Context: an optimization exercise on an open-source flow, tuned for small area, a short achievable clock period and few clock cycles. The choices shown serve that exercise and are no tape-out recipe. In this exercise RTL edits were held to simulation tests only and were not proved equivalent to the original.

==> flow/design.v, too long to show whole: its modules and the start of the top module <==
// module MandelbrotGen: 1316 lines
// module mfa: 4 lines
// module mha: 4 lines
module MandelbrotGen(
		input Clk_100M,           
		input  [4:0]BTNS,         
		input  SW0,               
		input  SW15,              
		output reg [18:0] addrA,  
		output reg [11:0] dinA,   
		output reg wea            
    );
  // ...
==> flow/flow/run.sh <==
#!/bin/bash
# Layout flow: the standard synthesis (standard.sh synth), then the
# standard ORFS layout steps (standard.sh's make command) with these changes:
#  - the resizer's timing repair aims for a larger setup slack margin, so that
#    it shortens the critical paths below the clock period;
#  - extra ORFS variables given in EXTRA below.
# Each tool's output goes to a log file in this folder.
set -euo pipefail
MARGIN=7.5
EXTRA=''
bash standard.sh synth > synth.log 2>&1
sed -e "s/SETUP_SLACK_MARGIN=[0-9.]*/SETUP_SLACK_MARGIN=$MARGIN/" \
    -e "s|\"\${@:-finish}\"|$EXTRA \"\${@:-finish}\"|" standard.sh > layout.sh
bash layout.sh > layout.log 2>&1
==> flow/standard.sh <==
#!/bin/bash
# synth_recipe.tcl (not shown) runs the flow's synth.tcl, then flattens the netlist and writes it again
# the make line also repeats each setting of config.mk as NAME=value (left out here)
make -C /OpenROAD-flow-scripts/flow DESIGN_CONFIG=/design/flow/config.mk WORK_HOME=/design/flow/orfs CLKGATE_MAP_FILE= SYNTH_SCRIPT=/design/flow/synth_recipe.tcl "${@:-finish}"
==> flow/config.mk <==
export PLATFORM = sky130hd
export DESIGN_NAME = MandelbrotGen
export DESIGN_NICKNAME = MandelbrotGen
export VERILOG_FILES = /design/flow/design.v
export SDC_FILE = /design/flow/constraint.sdc
export NUM_CORES = 8
export LEC_CHECK = 0
export ABC_AREA = 1
export CAP_MARGIN = 70
export CORE_MARGIN = 2
export CORE_UTILIZATION = 40
export SETUP_SLACK_MARGIN = 5
export SLEW_MARGIN = 70
export SYNTH_HIERARCHICAL = 1
export SYNTH_MINIMUM_KEEP_SIZE = 0
export TNS_END_PERCENT = 0
==> flow/constraint.sdc <==
create_clock -name core_clock -period 11.0 [get_ports {Clk_100M}]
set_input_delay 2.2000 -clock core_clock [delete_from_list [all_inputs] [get_ports {Clk_100M}]]
set_output_delay 2.2000 -clock core_clock [all_outputs]
set_load 0.01 [all_outputs]
==> flow_summary.json, run 1 <==
{
  "max_freq_mhz": 265,
  "crit_chain": "buf_12 > clkinvlp_4 > ha_4 > inv_1 > o21ai_4 > xor2_2 > fa_1 > fa_2 > fa_1 > fa_1 > fa_1",
  "wl_um": 97700,
  "cts_buffers": 45,
  "worst-r2r-cell-count": 11,
  "route.vias.total": 26094,
  "synth-edff-count": 54,
  "seqCellArea_sq_um": 8520,
  "fp.dieH_um": 290,
  "clock_path_buffers": 3,
  "placed_area_sq_um": 34500,
  "grt_max_degree": 60,
  "arrival_ns": 4.24,
  "firstDrtPassIters": 6,
  "synthesis.area_sq_um": 32800,
  "ys.flop_type": "dfxtp_1",
  "post-route-min-period_ns": 3.77,
  "dominant_cells": "multi-input gates",
  "cts_setup_buffers": 43,
  "min_from": "n1[4]$_SDFF_PP0_",
  "startpoint_type": "flop",
  "drtIter0Drc": 2579,
  "fillers": 7626,
  "tns_ns": 0,
  "ys_top_cells_by_area": "fa_1 (27%), dfxtp_1 (21%), nand2_1 (9.0%), ha_1 (6.5%), inv_1 (6.2%)",
  "ys_ff_latch": 394,
  "status": "finished clean",
  "clock_latency_ns": 0.61,
  "multi_input_area_sq_um": 22200,
  "multi_input_cells": 2645,
  "final-clk-cell-share_pct": 4.29,
  "wire_per_inst_um": 19.8
}
Testbench counts, summed over its fixed seeds: cycles 10,830,570.
==> inputs of run 2 (changes only) <==
--- a/flow/flow/run.sh
+++ b/flow/flow/run.sh
@@ -8,4 +8,4 @@
 set -euo pipefail
-MARGIN=7.5
-EXTRA=''
+MARGIN=7.2
+EXTRA='BUFFER_PORTS_ARGS="-buffer_cell sky130_fd_sc_hd__buf_2"'
 bash standard.sh synth > synth.log 2>&1
==> flow_summary.json, run 2 <==
{
  "status": "finished clean",
  "ys_seq_area_share_pct": 25.7,
  "crit_type": "reg -> reg",
  "htreeDepth": 2,
  "num_io_pins": 40,
  "max_freq_mhz": 257,
  "fin_worst_skew_ns": 0.0210,
  "die_area_sq_um": 84200,
  "core-area_sq_um": 80800,
  "finalSetupViolations": 0,
  "wire_per_inst_um": 19.3,
  "tns_ns": 0,
  "crit_fanout": 7,
  "cts_buffers": 46,
  "synth_area_per_cell_sq_um": 8.64,
  "synthesis.area_sq_um": 32800,
  "grt_max_degree": 68,
  "gr-total-overflow": 0,
  "cp_num_buf_inv": 5,
  "ys_warn_count": 7,
  "min_from": "n1[7]$_SDFF_PP0_",
  "grt_pass1_vias": 25756,
  "crit_chain": "buf_12 > clkinvlp_4 > buf_4 > ha_4 > buf_6 > buf_4 > o22ai_1 > xor2_1 > fa_1 > fa_1 > fa_1 > ha_1 > ha_1",
  "dpl.cell_count": 4745,
  "hold_path_class": "reg -> reg",
  "wl_um": 94700,
  "layout_common_cells": "nand2_1 (777), inv_1 (527), fa_1 (420), dfxtp_1 (305), xor2_1 (192)",
  "post-route-min-period_ns": 3.88,
  "grt_antenna_before_repair": 2,
  "min_period_over_period_pct": 35.3,
  "fin_cells": 4914,
  "ys_ff_latch": 394,
  "cts_tree": "yes",
  "cp_top_family": "adder cells",
  "min_to": "n2[7]$_DFF_P_",
  "crit_path_end_kind": "flop",
  "cts_hold_buf": 0,
  "initial_core_util_pct": 40.6,
  "clock_path_buffers": 3,
  "reg2reg_to": "zh1_q[0]$_DFF_P_",
  "path_clk_slew_ns": 0.06,
  "drc": 0,
  "hpwlAfterDp_um": 68100,
  "synth_common_cells": "nand2_1 (788), inv_1 (543), fa_1 (438), dfxtp_1 (340), xor2_1 (199)",
  "ys_types": 64,
  "yosysMostFrequentCell": "nand2_1",
  "viasPerCell": 5.27,
  "num_rows": 104,
  "fillers": 7685,
  "final_common_cell": "nand2_1",
  "fp.dieW_um": 290,
  "final_layout_size_suffix_gt1_share_pct": 11.7,
  "clock_latency_ns": 0.59,
  "ys.flop_type": "dfxtp_1",
  "arrival_ns": 4.34,
  "syn_inst": 3794,
  "ant_nets": 0,
  "grtUsageTotal_pct": 22.2,
  "synth-edff-count": 54,
  "cp.required_ns": 11.45,
  "fin_nets": 4433,
  "cts.sinks": 394,
  "fp.dieH_um": 290,
  "largest-register": "addrA",
  "synthToLayoutAreaGrowth_pct": 13.6,
  "ys_top_cells_by_area": "fa_1 (27%), dfxtp_1 (21%), nand2_1 (9.0%), ha_1 (6.5%), inv_1 (6.2%)",
  "gp_congestion": 0.886,
  "maxCapViolations": 0,
  "fin_area_sq_um": 37200,
  "clock-root-buffer": "clkbuf_16",
  "rrSetupSlack_ns": 7.12,
  "synthArstFlopShare_pct": 0,
  "crit_path_top_delay_cell": "fa_1",
  "synth_top_cell_by_area": "fa_1",
  "startpoint_type": "flop",
  "largest_reg_flops": 19,
  "route.vias.total": 25881,
  "grt_pass1_wl_um": 147000,
  "num_antenna_cells": 0,
  "firstDrtPassIters": 6,
  "rsz0062_at_grt": "true",
  "drtIter0Drc": 2520,
  "crit_path_frequent_cell": "fa_1",
  "slew_viol_final": 0,
  "yosysTopAreaCellShare_pct": 26.8,
  "placed_area_sq_um": 34100,
  "hold_depth": 0,
  "r2r-start": "zi1[7]$_DFF_P_",
  "worst-r2r-cell-count": 13,
  "max_stage_delay_ns": 0.53,
  "portBuffers": 36,
  "hold_viol": 0
}
## run 2: cell counts after synthesis
Identical to the previous run, type by type.
## run 2: layer usage
| metal | track usage (%) | share of wire [%] | vias to the layer above |
|---|---|---|---|
| met4 | 9.04 | 4.2 | 2 |
| met3 | 3.66 | 7.6 | 221 |
| met2 | 35.2 | 45 | 1082 |
| met5 | 0 | 0.011 | - |
| li1 | - | - | 12113 |
| met1 | 30.2 | 43 | 12463 |
## run 2: repair_timing
item	CTS	global route
resized for setup	71	95
gates cloned	8	4
buffers inserted	44	24
endpoints found under the setup margin	85	105
pin swaps	19	57
## run 2: kinds of logic after synthesis
group                    count (synthesis)  share of synthesized area, %
flip-flops                             394                          25.7
buffers and inverters                  767                          8.95
multiplexers                             2                        0.0611
other                                    2                        0.0229
adder cells (fa/ha/maj)                608                          33.2
XOR/XNOR                               225                          6.04
AND/OR/NAND/NOR                       1193                          15.3
AO/OA/AOI/OAI                          603                          10.7
## run 2: worst max path at each step
stage                          from           endpoint  slack [ns]  depth (start not counted)
CTS                  zi1[5]$_DFF_P_    u0_q[9]$_DFF_P_        7.14                         12
global route        zi1[11]$_DFF_P_  zh1_q[11]$_DFF_P_        7.08                         14
global placement     zi1[5]$_DFF_P_   zh1_q[9]$_DFF_P_        6.24                         13
detailed placement   zi1[3]$_DFF_P_   zh1_q[5]$_DFF_P_        6.58                         14
finish               zi1[7]$_DFF_P_   zh1_q[0]$_DFF_P_        7.12                         13
floorplan            zi1[9]$_DFF_P_   zh1_q[7]$_DFF_P_        7.18                         12
## run 2: per-stage QoR
stage                     utilization (%)  hold slack [ns]  worst slack, ns
final                                46.1            0.322             7.12
after global routing                 46.1            0.328             7.08
after CTS                            45.2            0.321             7.14
after detailed placement             42.1            0.313             6.58
after global placement               41.8            0.310             6.24
after floorplan                         -            0.310             7.18
## run 2: per-module statistics from Yosys, one instance, submodules excluded
module	cell area [sq um]	flops+latches
MandelbrotGen	23400	394
mfa	20.0	0
mha	12.5	0
## run 2: area by class of cell
cell class | count | area, sq um | share of cell area [%]
Multi-Input combinational cell | 2645 | 22000 | 59.0
Sequential cell | 394 | 8540 | 22.9
Inverter | 573 | 2280 | 6.12
Timing Repair Buffer | 155 | 1560 | 4.19
Clock buffer | 66 | 1390 | 3.73
Tap cell | 1060 | 1330 | 3.56
Clock inverter | 19 | 168 | 0.450
Timing Repair inverter | 2 | 11.3 | 0.0302

## separate check: timing with driven ports
In the flow no input, the clock included, has a driving cell. The finished layouts below were timed again as built, in two steps.
Step 1 sets driving cells, clkbuf_16 on the clock port and buf_2 on the other inputs (assumed; they add their load-dependent delay and slew).
Step 2 adds t to the input delays and takes it off the output delays; t is the mean of the earliest and latest rising clock arrival at the registers after step 1. Input paths then give back, and output paths get back, about the clock's delay inside the block.
a / b / c = ideal ports / drivers / drivers and shift; a / b = the first two.
run | shift t [ns] | setup WS [ns] | latest minus earliest clock arrival (ns) | worst data-port slew with drivers (ns) | pins driven straight from the clock port
run 1 | 0.663 | 7.231 / 7.202 / 7.231 | 0.028 / 0.027 | 0.04 | 1
run 2 | 0.642 | 7.116 / 7.116 / 7.116 | 0.025 / 0.026 | 0.03 | 1
After both steps setup and hold are still met in every run listed.
